Source: an optimization exercise on an open RTL-to-GDS flow (aim: small area and a short achievable clock period). Production flows keep margins and buffers that such runs may drop.
The RTL was checked by simulation tests, not by an equivalence proof against the original design.

## flow/design.v (module list and top-level ports; edited modules follow where they fit)
// module BigALU: 8 lines
// module NormalizedDecoder: 22 lines
// module AddOp: 51 lines
// module MultiOp: 30 lines
// module MulCore: 1201 lines
// module MulFA: 4 lines
// module MulBoothEnc: 4 lines
// module MulBoothPP: 3 lines
// module MulHA: 4 lines
// module FP_ALU_SYN: 46 lines
module FP_ALU_SYN (
    output reg [31:0] out,
    output reg under_overflow,
    output zero,
    input  [31:0] para1,
    input  [31:0] para2,
    input  [1:0]  ALU_op,
    input  clk
);
  // ...
==> flow/flow/run.sh <==
#!/bin/bash
# Standard synthesis and layout; the layout's timing repair is asked to keep a
# larger setup margin than the flow settings allow, so that it upsizes and
# buffers the long paths.  The clock period and constraints are the design's.
set -euo pipefail
bash standard.sh synth > synth.log 2>&1
bash standard.sh finish SETUP_SLACK_MARGIN=10.5 TNS_END_PERCENT=100 > layout.log 2>&1
==> flow/standard.sh <==
#!/bin/bash
# synth_recipe.tcl (not shown) runs the flow's synth.tcl, then flattens the netlist and writes it again
# the make line also repeats each setting of config.mk as NAME=value (left out here)
make -C /OpenROAD-flow-scripts/flow DESIGN_CONFIG=/design/flow/config.mk WORK_HOME=/design/flow/orfs CLKGATE_MAP_FILE= SYNTH_SCRIPT=/design/flow/synth_recipe.tcl "${@:-finish}"
==> flow/config.mk <==
export PLATFORM = sky130hd
export DESIGN_NAME = FP_ALU_SYN
export DESIGN_NICKNAME = FP_ALU_SYN
export VERILOG_FILES = /design/flow/design.v
export SDC_FILE = /design/flow/constraint.sdc
export NUM_CORES = 4
export LEC_CHECK = 0
export CAP_MARGIN = 20
export CORE_MARGIN = 2
export CORE_UTILIZATION = 40
export SLEW_MARGIN = 20
export SYNTH_HIERARCHICAL = 1
==> flow/constraint.sdc <==
create_clock -name core_clock -period 16.0 [get_ports {clk}]
set_input_delay 3.2000 -clock core_clock [delete_from_list [all_inputs] [get_ports {clk}]]
set_output_delay 3.2000 -clock core_clock [all_outputs]
set_load 0.01 [all_outputs]
==> flow_summary.ini, run 1 <==
[layout]
final-seq-area_sq_um = 2203
seqAreaFraction = 0.06541
nonClkBufAreaFrac = 0.1053
n_antenna_cell = 0
nNetsFinal = 3840
nFlopsAndLatches = 105
drive_gt1_frac = 0.2563
area_growth_pct = 21.33
reg_top3 = op1_ff: 32 flops, op2_ff: 32 flops, out: 32 flops
multi_input_area_share = 0.7598

[floorplan]
fp.dieH_um = 267.5
fp-row-count = 96

[logic_synthesis]
syn_area_sq_um = 27760

[timing]
setup_viol = 0
grt_setup_unrepaired = yes

[hold_path]
hold-path-cell-count = 2

[detailed_routing]
drc_errors = 0
antenna_left = 0
routed_wl_um = 112300
avgViaCountPerCell = 6.327

[clock_network]
clk_latency_ps = 370
cts_hold_buf = 0
clk_pin_slew_ps = 80

[run_status]
status = no timing/DRC/antenna violations

[setup_path]
cp_num_buf_inv = 6
path_depth = 35

[grt]
grt_pass1_wl_um = 168500
==> run 2: changes to the inputs <==
==> flow/run.sh (new file) <==
#!/bin/bash
# synth_recipe.tcl (not shown) runs the flow's synth.tcl, then flattens the netlist and writes it again
# the make line also repeats each setting of config.mk as NAME=value (left out here)
make -C /OpenROAD-flow-scripts/flow DESIGN_CONFIG=/design/flow/config.mk WORK_HOME=/design/flow/orfs CLKGATE_MAP_FILE= SYNTH_SCRIPT=/design/flow/synth_recipe.tcl finish
removed: flow/flow/run.sh
removed: flow/standard.sh
==> flow_summary.ini, run 2 <==
[run_status]
status = no timing/DRC/antenna violations

[layout]
fillers = 6928
final_cells = 4112
final_area_sq_um = 30520
final_common_cell = xnor2_1
drive_gt1_frac = 0.1732
final_cell_mix = xnor2_1, a22oi_2, fa_1
n_antenna_cell = 0
area_growth_pct = 9.942
nNetsFinal = 3705
reg_top3 = op1_ff: 32 flops, op2_ff: 32 flops, out: 32 flops

[setup_path]
cp_data_required_time_ps = 16240
start_kind = flip-flop
max_stage_delay_ps = 730
cp_slowest_cell = or4_1
arrival_ps = 10790
path_class = flip-flop to flip-flop
critPathMaxFanout = 20
worstSetupEndpointType = flip-flop

[logic_synthesis]
synth_cells = 3085
syn_area_sq_um = 27760
syn_area_per_cell_sq_um = 8.999
ys_warn_count = 9

[clock_network]
cts_num_sinks = 105
clk_pin_slew_ps = 80
clk_latency_ps = 380
cts_hold_buf = 0
cts.root.buffer_cell = clkbuf_16
clockBufferDepth = 2
tritoncts = done
htree_levels = 3
cts_buffers = 9
cts_setup_buffers = 0
cts_resized = 0

[timing]
min_period_over_period = 0.6594
slew_headroom = 0.1857
period_needed_ps = 10550
finClkSkew_ps = 15.91
drv_slew = 0
grt_setup_unrepaired = no
hold_viol_final = 0
final.setup.tns_ps = 0
max_freq_mhz = 94.78
worst_pin_slew_ps = 1221
setup_viol = 0

[detailed_routing]
avgViaCountPerCell = 6.147
routed_wl_um = 102000
dr.pass1.iters = 6
antenna_left = 0
wire_per_inst_um = 24.81
first_iter_violations = 2715
drc_errors = 0
vias = 25278

[floorplan]
fp.dieH_um = 267.5
fp-row-count = 96
die_area_sq_um = 71530
start_util = 0.4041
die_x_um = 267.5
pin_count = 101
core_area_sq_um = 68710

[grt]
overflow = 0
grt_max_degree = 62
grt_antenna_before_repair = 0
grt_use_total = 0.2842
grt_pass1_vias = 24737
grt_pass1_wl_um = 155400

[place]
placed_cells = 4095
place_area_sq_um = 30210
dp_hpwl_um = 73140
gp_congestion = 0.9580
io_buffers = 100

[hold_path]
worstHoldPathType = flip-flop to flip-flop

[run]
drv_cap = 0
## run 2: layout make-up
| class | instances | area [sq um] | area share |
|---|---|---|---|
| Multi-Input combinational cell | 2633 | 24330 | 0.7970 |
| Inverter | 233 | 874.6 | 0.02865 |
| Timing Repair Buffer | 194 | 1707 | 0.05591 |
| Tap cell | 931 | 1165 | 0.03816 |
| Clock inverter | 7 | 82.58 | 0.002705 |
| Sequential cell | 105 | 2142 | 0.07018 |
| Clock buffer | 9 | 225.2 | 0.007379 |
## run 2: stage by stage
| stage | setup WS (ps) | hold WS [ps] | util |
|---|---|---|---|
| 2_1_floorplan | 6721 | 497.6 | - |
| 3_3_place_gp | 5742 | 548.8 | 0.4397 |
| 4_1_cts | 5570 | 567.0 | 0.4441 |
| 3_5_place_dp | 5607 | 559.9 | 0.4397 |
| 5_1_grt | 4719 | 612.2 | 0.4443 |
| 6_report | 5449 | 566.3 | 0.4443 |
## run 2: worst paths after layout
kind | cells after the start | endpoint | start | slack (ps)
setup / recovery | 31 | out[19]$_DFF_P_ | d_ff[2]$_DFF_P_ | 5450
setup reg to reg | 31 | out[19]$_DFF_P_ | d_ff[2]$_DFF_P_ | 5450
hold reg to reg | 2 | out[10]$_DFF_P_ | ALU_op_ff[0]$_DFF_P_ | 570
hold / removal | 2 | out[10]$_DFF_P_ | ALU_op_ff[0]$_DFF_P_ | 570
## run 2: worst max-delay path: cells and delay by family (launching register included)
kind / cells / cell delay, ps
XOR/XNOR: 3 / 540
AND/OR/NAND/NOR: 5 / 2600
flip-flops: 1 / 460
buffers and inverters: 3 / 830
AO/OA/AOI/OAI: 14 / 3570
multiplexers: 2 / 900
adder cells (fa/ha/maj): 4 / 1480
## run 2: routing by layer
layer	share of wire	global-route usage
met1	0.43	0.4006
met2	0.44	0.4437
met3	0.086	0.04312
met4	0.036	0.09271
met5	0	0
==> module NormalizedDecoder, before the edit <==
module NormalizedDecoder (
    output [22:0] result,
    output [4:0]  shift_times,
    input  [23:0] in
);
wire        z16 = ~|in[23:8];
wire [23:0] s16 = z16 ? {in[7:0], 16'd0} : in;
wire        z8  = ~|s16[23:16];
wire [23:0] s8  = z8 ? {s16[15:0], 8'd0} : s16;
wire        z4  = ~|s8[23:20];
wire [23:0] s4  = z4 ? {s8[19:0], 4'd0} : s8;
wire        z2  = ~|s4[23:22];
wire [23:0] s2  = z2 ? {s4[21:0], 2'd0} : s4;
wire        z1  = ~s2[23];
wire [23:0] s1  = z1 ? {s2[22:0], 1'b0} : s2;
wire in_zero = z16 & ~|in[7:0];
wire defect  = (in[23:11] == 13'b0000000000011) |
               (in[23:10] == 14'b00000000000011);
wire [22:0] neg = -in[22:0];
assign result      = defect ? neg : s1[22:0];
assign shift_times = defect ? 5'd0 : in_zero ? 5'd24 : {z16, z8, z4, z2, z1};
endmodule
==> module AddOp, before the edit <==
module AddOp (
    output reg [31:0] out,
    output reg under_overflow,
    input  [31:0] op1,
    input  [31:0] op2,
    input  [4:0]  d,
    input         big
);
wire        sub = op1[31] ^ op2[31];
wire [7:0]  E1  = op1[30:23];
wire [23:0] S1  = {1'b1, op1[22:0]};
wire [23:0] S2  = {1'b1, op2[22:0]};
wire is_result_zero = sub && (op1[30:0] == op2[30:0]);
wire add_with_zero  = ~|op2[30:0];
wire [24:0] aligned = {S2, 1'b0} >> d;
wire [23:0] U = big ? 24'd0 : aligned[24:1];
wire        r = ~big & aligned[0];
wire        sub_big = sub & big;
wire [23:0] xa = S1 ^ {24{sub_big}};
wire [23:0] ya = U  ^ {24{sub & ~big}};
wire [24:0] sum;
BigALU alu (.out(sum), .op1(xa), .op2(ya), .cin(r ^ sub));
wire [22:0] norm_frac;
wire [4:0]  shift;
NormalizedDecoder nd (.result(norm_frac), .shift_times(shift), .in(sum[23:0]));
wire [8:0] e_sub = {1'b0, E1} - {4'd0, shift};
wire       sub_uf = e_sub[8] | (e_sub[7:0] == 8'd0);    
wire       add_of = (E1 == 8'd254);
always @(*) begin
    out = {op1[31], 31'd0};
    under_overflow = 1'b0;
    if (is_result_zero) begin
        out = 32'd0;
    end
    else if (add_with_zero) begin
        out = op1 | op2;
    end
    else if (!sub && sum[24]) begin
        under_overflow = add_of;
        out[30:23] = E1 + 8'd1;
        out[22:0]  = add_of ? 23'd0 : sum[23:1] + sum[0];
    end
    else if (!sub) begin
        out[30:0] = {E1, sum[22:0]};
    end
    else begin
        under_overflow = sub_uf;
        out[30:0] = sub_uf ? {8'hff, 23'd0} : {e_sub[7:0], norm_frac};
    end
end
endmodule
==> module FP_ALU_SYN, before the edit <==
module FP_ALU_SYN (
    output reg [31:0] out,
    output reg under_overflow,
    output zero,
    input  [31:0] para1,
    input  [31:0] para2,
    input  [1:0]  ALU_op,
    input  clk
);
wire [31:0] p2_eff = {para2[31] ^ (ALU_op == 2'b01), para2[30:0]};
wire        keep   = para1[30:0] >= para2[30:0];
wire [7:0]  d12    = para1[30:23] - para2[30:23];
wire [7:0]  d21    = para2[30:23] - para1[30:23];
wire [7:0]  d      = keep ? d12 : d21;
reg [31:0] op1_ff, op2_ff;
reg [1:0]  ALU_op_ff;
reg [4:0]  d_ff;
reg        big_ff;
always @(posedge clk) begin
    op1_ff    <= keep ? para1  : p2_eff;
    op2_ff    <= keep ? p2_eff : para1;
    ALU_op_ff <= ALU_op;
    d_ff      <= d[4:0];
    big_ff    <= d > 8'd24;
end
wire [31:0] add_result, multi_result;
wire        add_under_overflow, multi_under_overflow;
AddOp   add   (.out(add_result),   .under_overflow(add_under_overflow),
               .op1(op1_ff), .op2(op2_ff), .d(d_ff), .big(big_ff));
MultiOp multi (.out(multi_result), .under_overflow(multi_under_overflow),
               .para1(op1_ff), .para2(op2_ff));
reg [31:0] out_d;
reg        uo_d;
always @(*) begin
    case (ALU_op_ff)
        2'b00, 2'b01: begin out_d = add_result;   uo_d = add_under_overflow;   end
        2'b10:        begin out_d = multi_result; uo_d = multi_under_overflow; end
        default:      begin out_d = 32'd0;        uo_d = 1'b0;                 end
    endcase
end
always @(posedge clk) begin
    out            <= out_d;
    under_overflow <= uo_d;
end
assign zero = ~|out;
endmodule
==> run 3: changes to the inputs <==
--- a/flow/design.v
+++ b/flow/design.v
@@ -12,20 +12,36 @@
     input  [23:0] in
 );
-wire        z16 = ~|in[23:8];
-wire [23:0] s16 = z16 ? {in[7:0], 16'd0} : in;
-wire        z8  = ~|s16[23:16];
-wire [23:0] s8  = z8 ? {s16[15:0], 8'd0} : s16;
-wire        z4  = ~|s8[23:20];
-wire [23:0] s4  = z4 ? {s8[19:0], 4'd0} : s8;
-wire        z2  = ~|s4[23:22];
-wire [23:0] s2  = z2 ? {s4[21:0], 2'd0} : s4;
-wire        z1  = ~s2[23];
-wire [23:0] s1  = z1 ? {s2[22:0], 1'b0} : s2;
-wire in_zero = z16 & ~|in[7:0];
-wire defect  = (in[23:11] == 13'b0000000000011) |
-               (in[23:10] == 14'b00000000000011);
-wire [22:0] neg = -in[22:0];
-assign result      = defect ? neg : s1[22:0];
-assign shift_times = defect ? 5'd0 : in_zero ? 5'd24 : {z16, z8, z4, z2, z1};
+wire [31:0] x = {in, 8'hff};
+wire [7:0]  v4;
+wire [15:0] c4;
+genvar k;
+generate for (k = 0; k < 8; k = k + 1) begin : nib
+    wire [3:0] n = x[4*k+3:4*k];
+    assign v4[k] = |n;
+    assign c4[2*k+1:2*k] = n[3] ? 2'd0 : n[2] ? 2'd1 : n[1] ? 2'd2 : 2'd3;
+end endgenerate
+wire [3:0]  v8;
+wire [11:0] c8;
+generate for (k = 0; k < 4; k = k + 1) begin : byt
+    assign v8[k] = v4[2*k+1] | v4[2*k];
+    assign c8[3*k+2:3*k] = v4[2*k+1] ? {1'b0, c4[4*k+3:4*k+2]} : {1'b1, c4[4*k+1:4*k]};
+end endgenerate
+wire [1:0] v16;
+wire [7:0] c16;
+generate for (k = 0; k < 2; k = k + 1) begin : hlf
+    assign v16[k] = v8[2*k+1] | v8[2*k];
+    assign c16[4*k+3:4*k] = v8[2*k+1] ? {1'b0, c8[6*k+5:6*k+3]} : {1'b1, c8[6*k+2:6*k]};
+end endgenerate
+wire [4:0] lz = v16[1] ? {1'b0, c16[7:4]} : {1'b1, c16[3:0]};
+wire [23:0] s16 = lz[4] ? {in[7:0], 16'd0} : in;
+wire [23:0] s8  = lz[3] ? {s16[15:0], 8'd0} : s16;
+wire [23:0] s4  = lz[2] ? {s8[19:0], 4'd0} : s8;
+wire [23:0] s2  = lz[1] ? {s4[21:0], 2'd0} : s4;
+wire [23:0] s1  = lz[0] ? {s2[22:0], 1'b0} : s2;
+wire defect = (in[23:11] == 13'b0000000000011) |
+              (in[23:10] == 14'b00000000000011);
+wire [12:0] neg = -in[12:0];
+assign result      = defect ? {10'h3ff, neg} : s1[22:0];
+assign shift_times = defect ? 5'd0 : lz;
 endmodule
 module AddOp (
@@ -35,5 +51,7 @@
     input  [31:0] op2,
     input  [4:0]  d,
-    input         big
+    input         big,
+    input         dz,
+    input         d1
 );
 wire        sub = op1[31] ^ op2[31];
@@ -43,38 +61,64 @@
 wire is_result_zero = sub && (op1[30:0] == op2[30:0]);
 wire add_with_zero  = ~|op2[30:0];
+wire near = sub & (dz | d1 | big);
 wire [24:0] aligned = {S2, 1'b0} >> d;
 wire [23:0] U = big ? 24'd0 : aligned[24:1];
 wire        r = ~big & aligned[0];
-wire        sub_big = sub & big;
-wire [23:0] xa = S1 ^ {24{sub_big}};
-wire [23:0] ya = U  ^ {24{sub & ~big}};
-wire [24:0] sum;
-BigALU alu (.out(sum), .op1(xa), .op2(ya), .cin(r ^ sub));
+wire [24:0] R;
+BigALU far_alu (.out(R), .op1(S1), .op2(U ^ {24{sub}}), .cin(r ^ sub));
+wire [22:0] R_inc = R[23:1] + R[0];
+wire        add_of = (E1 == 8'd254);
+wire [7:0]  E1p1 = E1 + 8'd1;
+wire [7:0]  E1m1 = E1 - 8'd1;
+reg [31:0] far_out;
+reg        far_uo;
+always @(*) begin
+    far_out = {op1[31], 31'd0};
+    far_uo  = 1'b0;
+    if (!sub) begin
+        if (R[24]) begin
+            far_uo = add_of;
+            far_out[30:0] = {E1p1, add_of ? 23'd0 : R_inc};
+        end
+        else
+            far_out[30:0] = {E1, R[22:0]};
+    end
+    else if (R[23]) begin
+        far_uo = (E1 == 8'd0);
+        far_out[30:0] = far_uo ? {8'hff, 23'd0} : {E1, R[22:0]};
+    end
+    else begin
+        far_uo = (E1[7:1] == 7'd0);
+        far_out[30:0] = far_uo ? {8'hff, 23'd0} : {E1m1, R[21:0], 1'b0};
+    end
+end
+wire [23:0] nA  = big ? 24'd0 : S1;
+wire [23:0] nB  = big ? S1 : (dz ? S2 : {1'b0, S2[23:1]});
+wire        nci = big | dz | ~S2[0];
+wire [24:0] Dsum;
+BigALU near_alu (.out(Dsum), .op1(nA), .op2(~nB), .cin(nci));
 wire [22:0] norm_frac;
 wire [4:0]  shift;
-NormalizedDecoder nd (.result(norm_frac), .shift_times(shift), .in(sum[23:0]));
+NormalizedDecoder nd (.result(norm_frac), .shift_times(shift), .in(Dsum[23:0]));
 wire [8:0] e_sub = {1'b0, E1} - {4'd0, shift};
-wire       sub_uf = e_sub[8] | (e_sub[7:0] == 8'd0);    
-wire       add_of = (E1 == 8'd254);
+wire       near_uo = e_sub[8] | (e_sub[7:0] == 8'd0);    
+wire [31:0] near_out = near_uo ? {op1[31], 8'hff, 23'd0}
+                               : {op1[31], e_sub[7:0], norm_frac};
 always @(*) begin
-    out = {op1[31], 31'd0};
-    under_overflow = 1'b0;
     if (is_result_zero) begin
         out = 32'd0;
+        under_overflow = 1'b0;
     end
     else if (add_with_zero) begin
         out = op1 | op2;
+        under_overflow = 1'b0;
     end
-    else if (!sub && sum[24]) begin
-        under_overflow = add_of;
-        out[30:23] = E1 + 8'd1;
-        out[22:0]  = add_of ? 23'd0 : sum[23:1] + sum[0];
-    end
-    else if (!sub) begin
-        out[30:0] = {E1, sum[22:0]};
+    else if (near) begin
+        out = near_out;
+        under_overflow = near_uo;
     end
     else begin
-        under_overflow = sub_uf;
-        out[30:0] = sub_uf ? {8'hff, 23'd0} : {e_sub[7:0], norm_frac};
+        out = far_out;
+        under_overflow = far_uo;
     end
 end
@@ -1343,5 +1387,5 @@
 reg [1:0]  ALU_op_ff;
 reg [4:0]  d_ff;
-reg        big_ff;
+reg        big_ff, dz_ff, d1_ff;
 always @(posedge clk) begin
     op1_ff    <= keep ? para1  : p2_eff;
@@ -1350,9 +1394,12 @@
     d_ff      <= d[4:0];
     big_ff    <= d > 8'd24;
+    dz_ff     <= d == 8'd0;
+    d1_ff     <= d == 8'd1;
 end
 wire [31:0] add_result, multi_result;
 wire        add_under_overflow, multi_under_overflow;
 AddOp   add   (.out(add_result),   .under_overflow(add_under_overflow),
-               .op1(op1_ff), .op2(op2_ff), .d(d_ff), .big(big_ff));
+               .op1(op1_ff), .op2(op2_ff), .d(d_ff), .big(big_ff),
+               .dz(dz_ff), .d1(d1_ff));
 MultiOp multi (.out(multi_result), .under_overflow(multi_under_overflow),
                .para1(op1_ff), .para2(op2_ff));
==> flow/flow/run.sh (new file) <==
#!/bin/bash
# Standard synthesis and layout; the layout's timing repair is asked to keep a
# larger setup margin than the flow settings allow, so that it upsizes and
# buffers the long paths.  The clock period and constraints are the design's.
set -euo pipefail
bash standard.sh synth > synth.log 2>&1
bash standard.sh finish SETUP_SLACK_MARGIN=10.5 TNS_END_PERCENT=100 > layout.log 2>&1
==> flow/standard.sh (new file) <==
#!/bin/bash
# synth_recipe.tcl (not shown) runs the flow's synth.tcl, then flattens the netlist and writes it again
# the make line also repeats each setting of config.mk as NAME=value (left out here)
make -C /OpenROAD-flow-scripts/flow DESIGN_CONFIG=/design/flow/config.mk WORK_HOME=/design/flow/orfs CLKGATE_MAP_FILE= SYNTH_SCRIPT=/design/flow/synth_recipe.tcl "${@:-finish}"
removed: flow/run.sh
==> flow_summary.ini, run 3 <==
[run_status]
status = no timing/DRC/antenna violations

[detailed_routing]
wl_met1_um = 50180
drc_errors = 0
wl_met2_um = 50460
first_iter_violations = 3598
wl_met3_um = 11630
top_layer = met5
avgViaCountPerCell = 6.275
wire_per_inst_um = 25.48
vias = 29367
antenna_left = 0
routed_wl_um = 119200
dr.pass1.iters = 7

[setup_path]
worst_path_most_repeated_cell = fa_1
critPathMaxFanout = 6
cp_slowest_cell = fa_1
r2r_cells = 30
worstSetupEndpointType = flip-flop
start_kind = flip-flop
cp_data_required_time_ps = 16240
arrival_ps = 8000
path_class = flip-flop to flip-flop
max_stage_delay_ps = 670

[clock_network]
tritoncts = done
cts.root.buffer_cell = clkbuf_16
cts_num_sinks = 107
clk_latency_ps = 390
clk_pin_slew_ps = 80
htree_levels = 3
cts_buffers = 9
cts_hold_buf = 0
clockBufferDepth = 2

[floorplan]
fp.dieH_um = 279.8
pin_count = 101
die_area_sq_um = 78260
fp-row-count = 101
die_x_um = 279.8
start_util = 0.4025
core_area_sq_um = 75570

[place]
place_area_sq_um = 32770
gp_congestion = 0.9692
pre_cts_slack_ps = 6646
io_buffers = 100
dp_hpwl_um = 79300

[timing]
min_period_over_period = 0.4849
final.setup.tns_ps = 0
setup_viol = 0
max_freq_mhz = 128.9
fin_ws_ps = 8241
slew_headroom = 0.1700
period_needed_ps = 7759
whs_ps = 787.5
hold_viol_final = 0
grt_setup_unrepaired = yes
finClkSkew_ps = 11.92
drv_slew = 0
worst_pin_slew_ps = 1245

[hold_path]
worstHoldPathType = flip-flop to flip-flop
hold-path-cell-count = 1

[grt]
grt_pass1_vias = 28265
grt_pass1_wl_um = 178200
overflow = 0
grt_use_total = 0.2954
grt_antenna_before_repair = 2
grt_max_degree = 83

[logic_synthesis]
ys_warn_count = 9
synth_cells = 3437
syn_area_sq_um = 30420
syn_area_per_cell_sq_um = 8.850

[layout]
drive_gt1_frac = 0.2516
reg_top3 = op1_ff: 32 flops, op2_ff: 32 flops, out: 32 flops
nNetsFinal = 4251
final_cell_mix = xnor2_1, a22oi_2, fa_1
utilization = 0.4877
final_common_cell = xnor2_1
final_area_sq_um = 36860
area_growth_pct = 21.17

[run]
drv_cap = 0
run 3: area by class of cell:
| class | instances | area (sq um) |
|---|---|---|
| Fill cell | 7039 | 38710 |
| Clock buffer | 9 | 225.2 |
| Multi-Input combinational cell | 2965 | 28050 |
| Sequential cell | 107 | 2242 |
| Timing Repair Buffer | 383 | 4178 |
| Inverter | 230 | 865.8 |
| Clock inverter | 7 | 68.82 |
| Tap cell | 978 | 1224 |
| Antenna cell | 1 | 2.502 |
run 3: what timing repair did:
action,in CTS,in global routing
buffers inserted,156,43
gates cloned,23,3
pin swaps,83,64
setup endpoints to repair,104,63
resized for setup,188,112
run 3: metal layers:
| metal | GRT usage | vias to the layer above |
|---|---|---|
| met3 | 0.05329 | 373 |
| met1 | 0.4087 | 14284 |
| met5 | 0 | - |
| li1 | - | 13014 |
| met2 | 0.4429 | 1694 |
| met4 | 0.1422 | 2 |
run 3: critical path, delay by kind of cell, from the launching register on:
family                   cells  cell delay, ps
AO/OA/AOI/OAI               10            1950
XOR/XNOR                     2             440
multiplexers                 1             170
adder cells (fa/ha/maj)      5            2460
buffers and inverters        5             900
flip-flops                   1             400
AND/OR/NAND/NOR              7            1250
run 3: metrics by stage:
| step | cells |
|---|---|
| 5_1_grt | 4680 |
| 4_1_cts | 4633 |
| 2_1_floorplan | 3460 |
| 3_3_place_gp | 4438 |
| 3_5_place_dp | 4438 |
| 6_report | 4680 |
run 3: final timing paths:
check / from / to / slack (ps)
min: ALU_op_ff[1]$_DFF_P_ / out[20]$_DFF_P_ / 790
max reg2reg: op2_ff[4]$_DFF_P_ / out[18]$_DFF_P_ / 8240
max: op2_ff[4]$_DFF_P_ / out[18]$_DFF_P_ / 8240
min reg2reg: ALU_op_ff[1]$_DFF_P_ / out[20]$_DFF_P_ / 790
==> run 4: changes to the inputs <==
==> flow/run.sh (new file) <==
#!/bin/bash
# synth_recipe.tcl (not shown) runs the flow's synth.tcl, then flattens the netlist and writes it again
# the make line also repeats each setting of config.mk as NAME=value (left out here)
make -C /OpenROAD-flow-scripts/flow DESIGN_CONFIG=/design/flow/config.mk WORK_HOME=/design/flow/orfs CLKGATE_MAP_FILE= SYNTH_SCRIPT=/design/flow/synth_recipe.tcl finish
removed: flow/flow/run.sh
removed: flow/standard.sh
==> flow_summary.ini, run 4 <==
[run_status]
status = no timing/DRC/antenna violations

[setup_path]
worst_path_most_repeated_cell = fa_1
cp_data_required_time_ps = 16250
start_kind = flip-flop
path_class = flip-flop to flip-flop
cp_slowest_cell = o211ai_4
worstSetupEndpointType = flip-flop
max_stage_delay_ps = 740
critPathMaxFanout = 41
arrival_ps = 9640

[grt]
grt_pass1_wl_um = 164600
grt_antenna_before_repair = 0
overflow = 0
grt_use_total = 0.2690
grt_max_degree = 83
grt_pass1_vias = 27244

[clock_network]
cts_resized = 0
clk_pin_slew_ps = 100
cts_setup_buffers = 0
cts_hold_buf = 0
cts_buffers = 9
clockBufferDepth = 2
clk_latency_ps = 400
cts.root.buffer_cell = clkbuf_16
htree_levels = 3
cts_num_sinks = 107
tritoncts = done

[logic_synthesis]
syn_area_sq_um = 30420
ys_warn_count = 9
synth_cells = 3437
syn_area_per_cell_sq_um = 8.850

[layout]
final_cell_mix = xnor2_1, fa_1, a22oi_2
drive_gt1_frac = 0.1678
area_growth_pct = 8.408
reg_top3 = op1_ff: 32 flops, op2_ff: 32 flops, out: 32 flops
final_common_cell = xnor2_1
nNetsFinal = 4049
n_antenna_cell = 0

[timing]
min_period_over_period = 0.5869
hold_viol_final = 0
finClkSkew_ps = 23.00
period_needed_ps = 9391
slew_headroom = 0.2316
drv_slew = 0
worst_pin_slew_ps = 1138
setup_viol = 0
grt_setup_unrepaired = no
max_freq_mhz = 106.5
whs_ps = 771.1
final.setup.tns_ps = 0

[detailed_routing]
wire_per_inst_um = 23.72
antenna_left = 0
dr.pass1.iters = 6
routed_wl_um = 106200
avgViaCountPerCell = 6.112
vias = 27365
first_iter_violations = 2504
drc_errors = 0

[floorplan]
core_area_sq_um = 75570
die_x_um = 279.8
die_area_sq_um = 78260
fp-row-count = 101
pin_count = 101
fp.dieH_um = 279.8
start_util = 0.4025

[run]
drv_cap = 0

[place]
dp_hpwl_um = 77440
gp_congestion = 0.9404
io_buffers = 100

[hold_path]
worstHoldPathType = flip-flop to flip-flop
==> run 4: per-stage QoR <==
step,setup slack (ps),util,cell area (sq um),cells
after floorplan,6711,-,30500,3460
after global placement,6925,0.4318,32630,4461
after global routing,6160,0.4363,32970,4477
final,6609,0.4363,32970,4477
after detailed placement,6724,0.4318,32630,4461
after CTS,6698,0.4363,32970,4477
==> run 4: area by class of cell <==
class	count	area, sq um
Fill cell	7534	42600
Multi-Input combinational cell	2952	26660
Sequential cell	107	2183
Timing Repair Buffer	194	1707
Tap cell	978	1224
Inverter	230	863.3
Clock buffer	9	225.2
Clock inverter	7	116.4
==> run 4: worst max-delay path: cells and delay by family, from the launching register on <==
kind	cells	cell delay, ps
buf+inv	3	1340
flops	1	320
mux	1	250
simple gates	7	1350
xor+xnor	2	330
fa+ha+maj	6	2710
compound gates	10	2840
==> run 4: final timing paths <==
kind / startpoint / end / slack (ps) / cells after the start
setup / recovery: op2_ff[9]$_DFF_P_ / out[9]$_DFF_P_ / 6610 / 29
hold / removal: ALU_op_ff[1]$_DFF_P_ / out[30]$_DFF_P_ / 770 / 2
setup reg to reg: op2_ff[9]$_DFF_P_ / out[9]$_DFF_P_ / 6610 / 29
hold reg to reg: ALU_op_ff[1]$_DFF_P_ / out[30]$_DFF_P_ / 770 / 2
==> run 4: metal layers <==
| layer | vias up | share of wire | wire [um] | track usage |
|---|---|---|---|---|
| li1 | 12561 | - | - | - |
| met1 | 13391 | 0.45 | 47750 | 0.3867 |
| met2 | 1236 | 0.44 | 46330 | 0.4145 |
| met3 | 177 | 0.087 | 9207 | 0.04529 |
| met4 | 0 | 0.027 | 2914 | 0.07281 |
| met5 | - | 0 | 0 | 0 |

[separate check: timing with driven ports]
The results above use ideal ports. As a check the final layouts listed here were re-extracted and re-timed, cells and wires unchanged.
Step 1 (the two cells are an assumption about what drives the block):
set clk [get_ports {clk}]
set_driving_cell -lib_cell sky130_fd_sc_hd__clkbuf_16 $clk
set_driving_cell -lib_cell sky130_fd_sc_hd__buf_2 [delete_from_list [all_inputs] $clk]
Step 2 also shifts input and output timing later by t, the mid clock arrival at the registers, as if the neighbouring blocks saw the same clock.
a / b / c = ideal / step 1 / step 2; a / b = the first two.
run	t (ns)	setup slack, ns	slew at the worst register clock pin (ns)
run 1	0.403	7.624 / 7.624 / 7.624	0.08 / 0.08
run 2	0.418	5.449 / 5.449 / 5.449	0.08 / 0.08
run 3	0.425	8.241 / 8.241 / 8.241	0.08 / 0.08
run 4	0.422	6.609 / 6.609 / 6.609	0.10 / 0.10
After both steps every run listed still meets setup and hold.
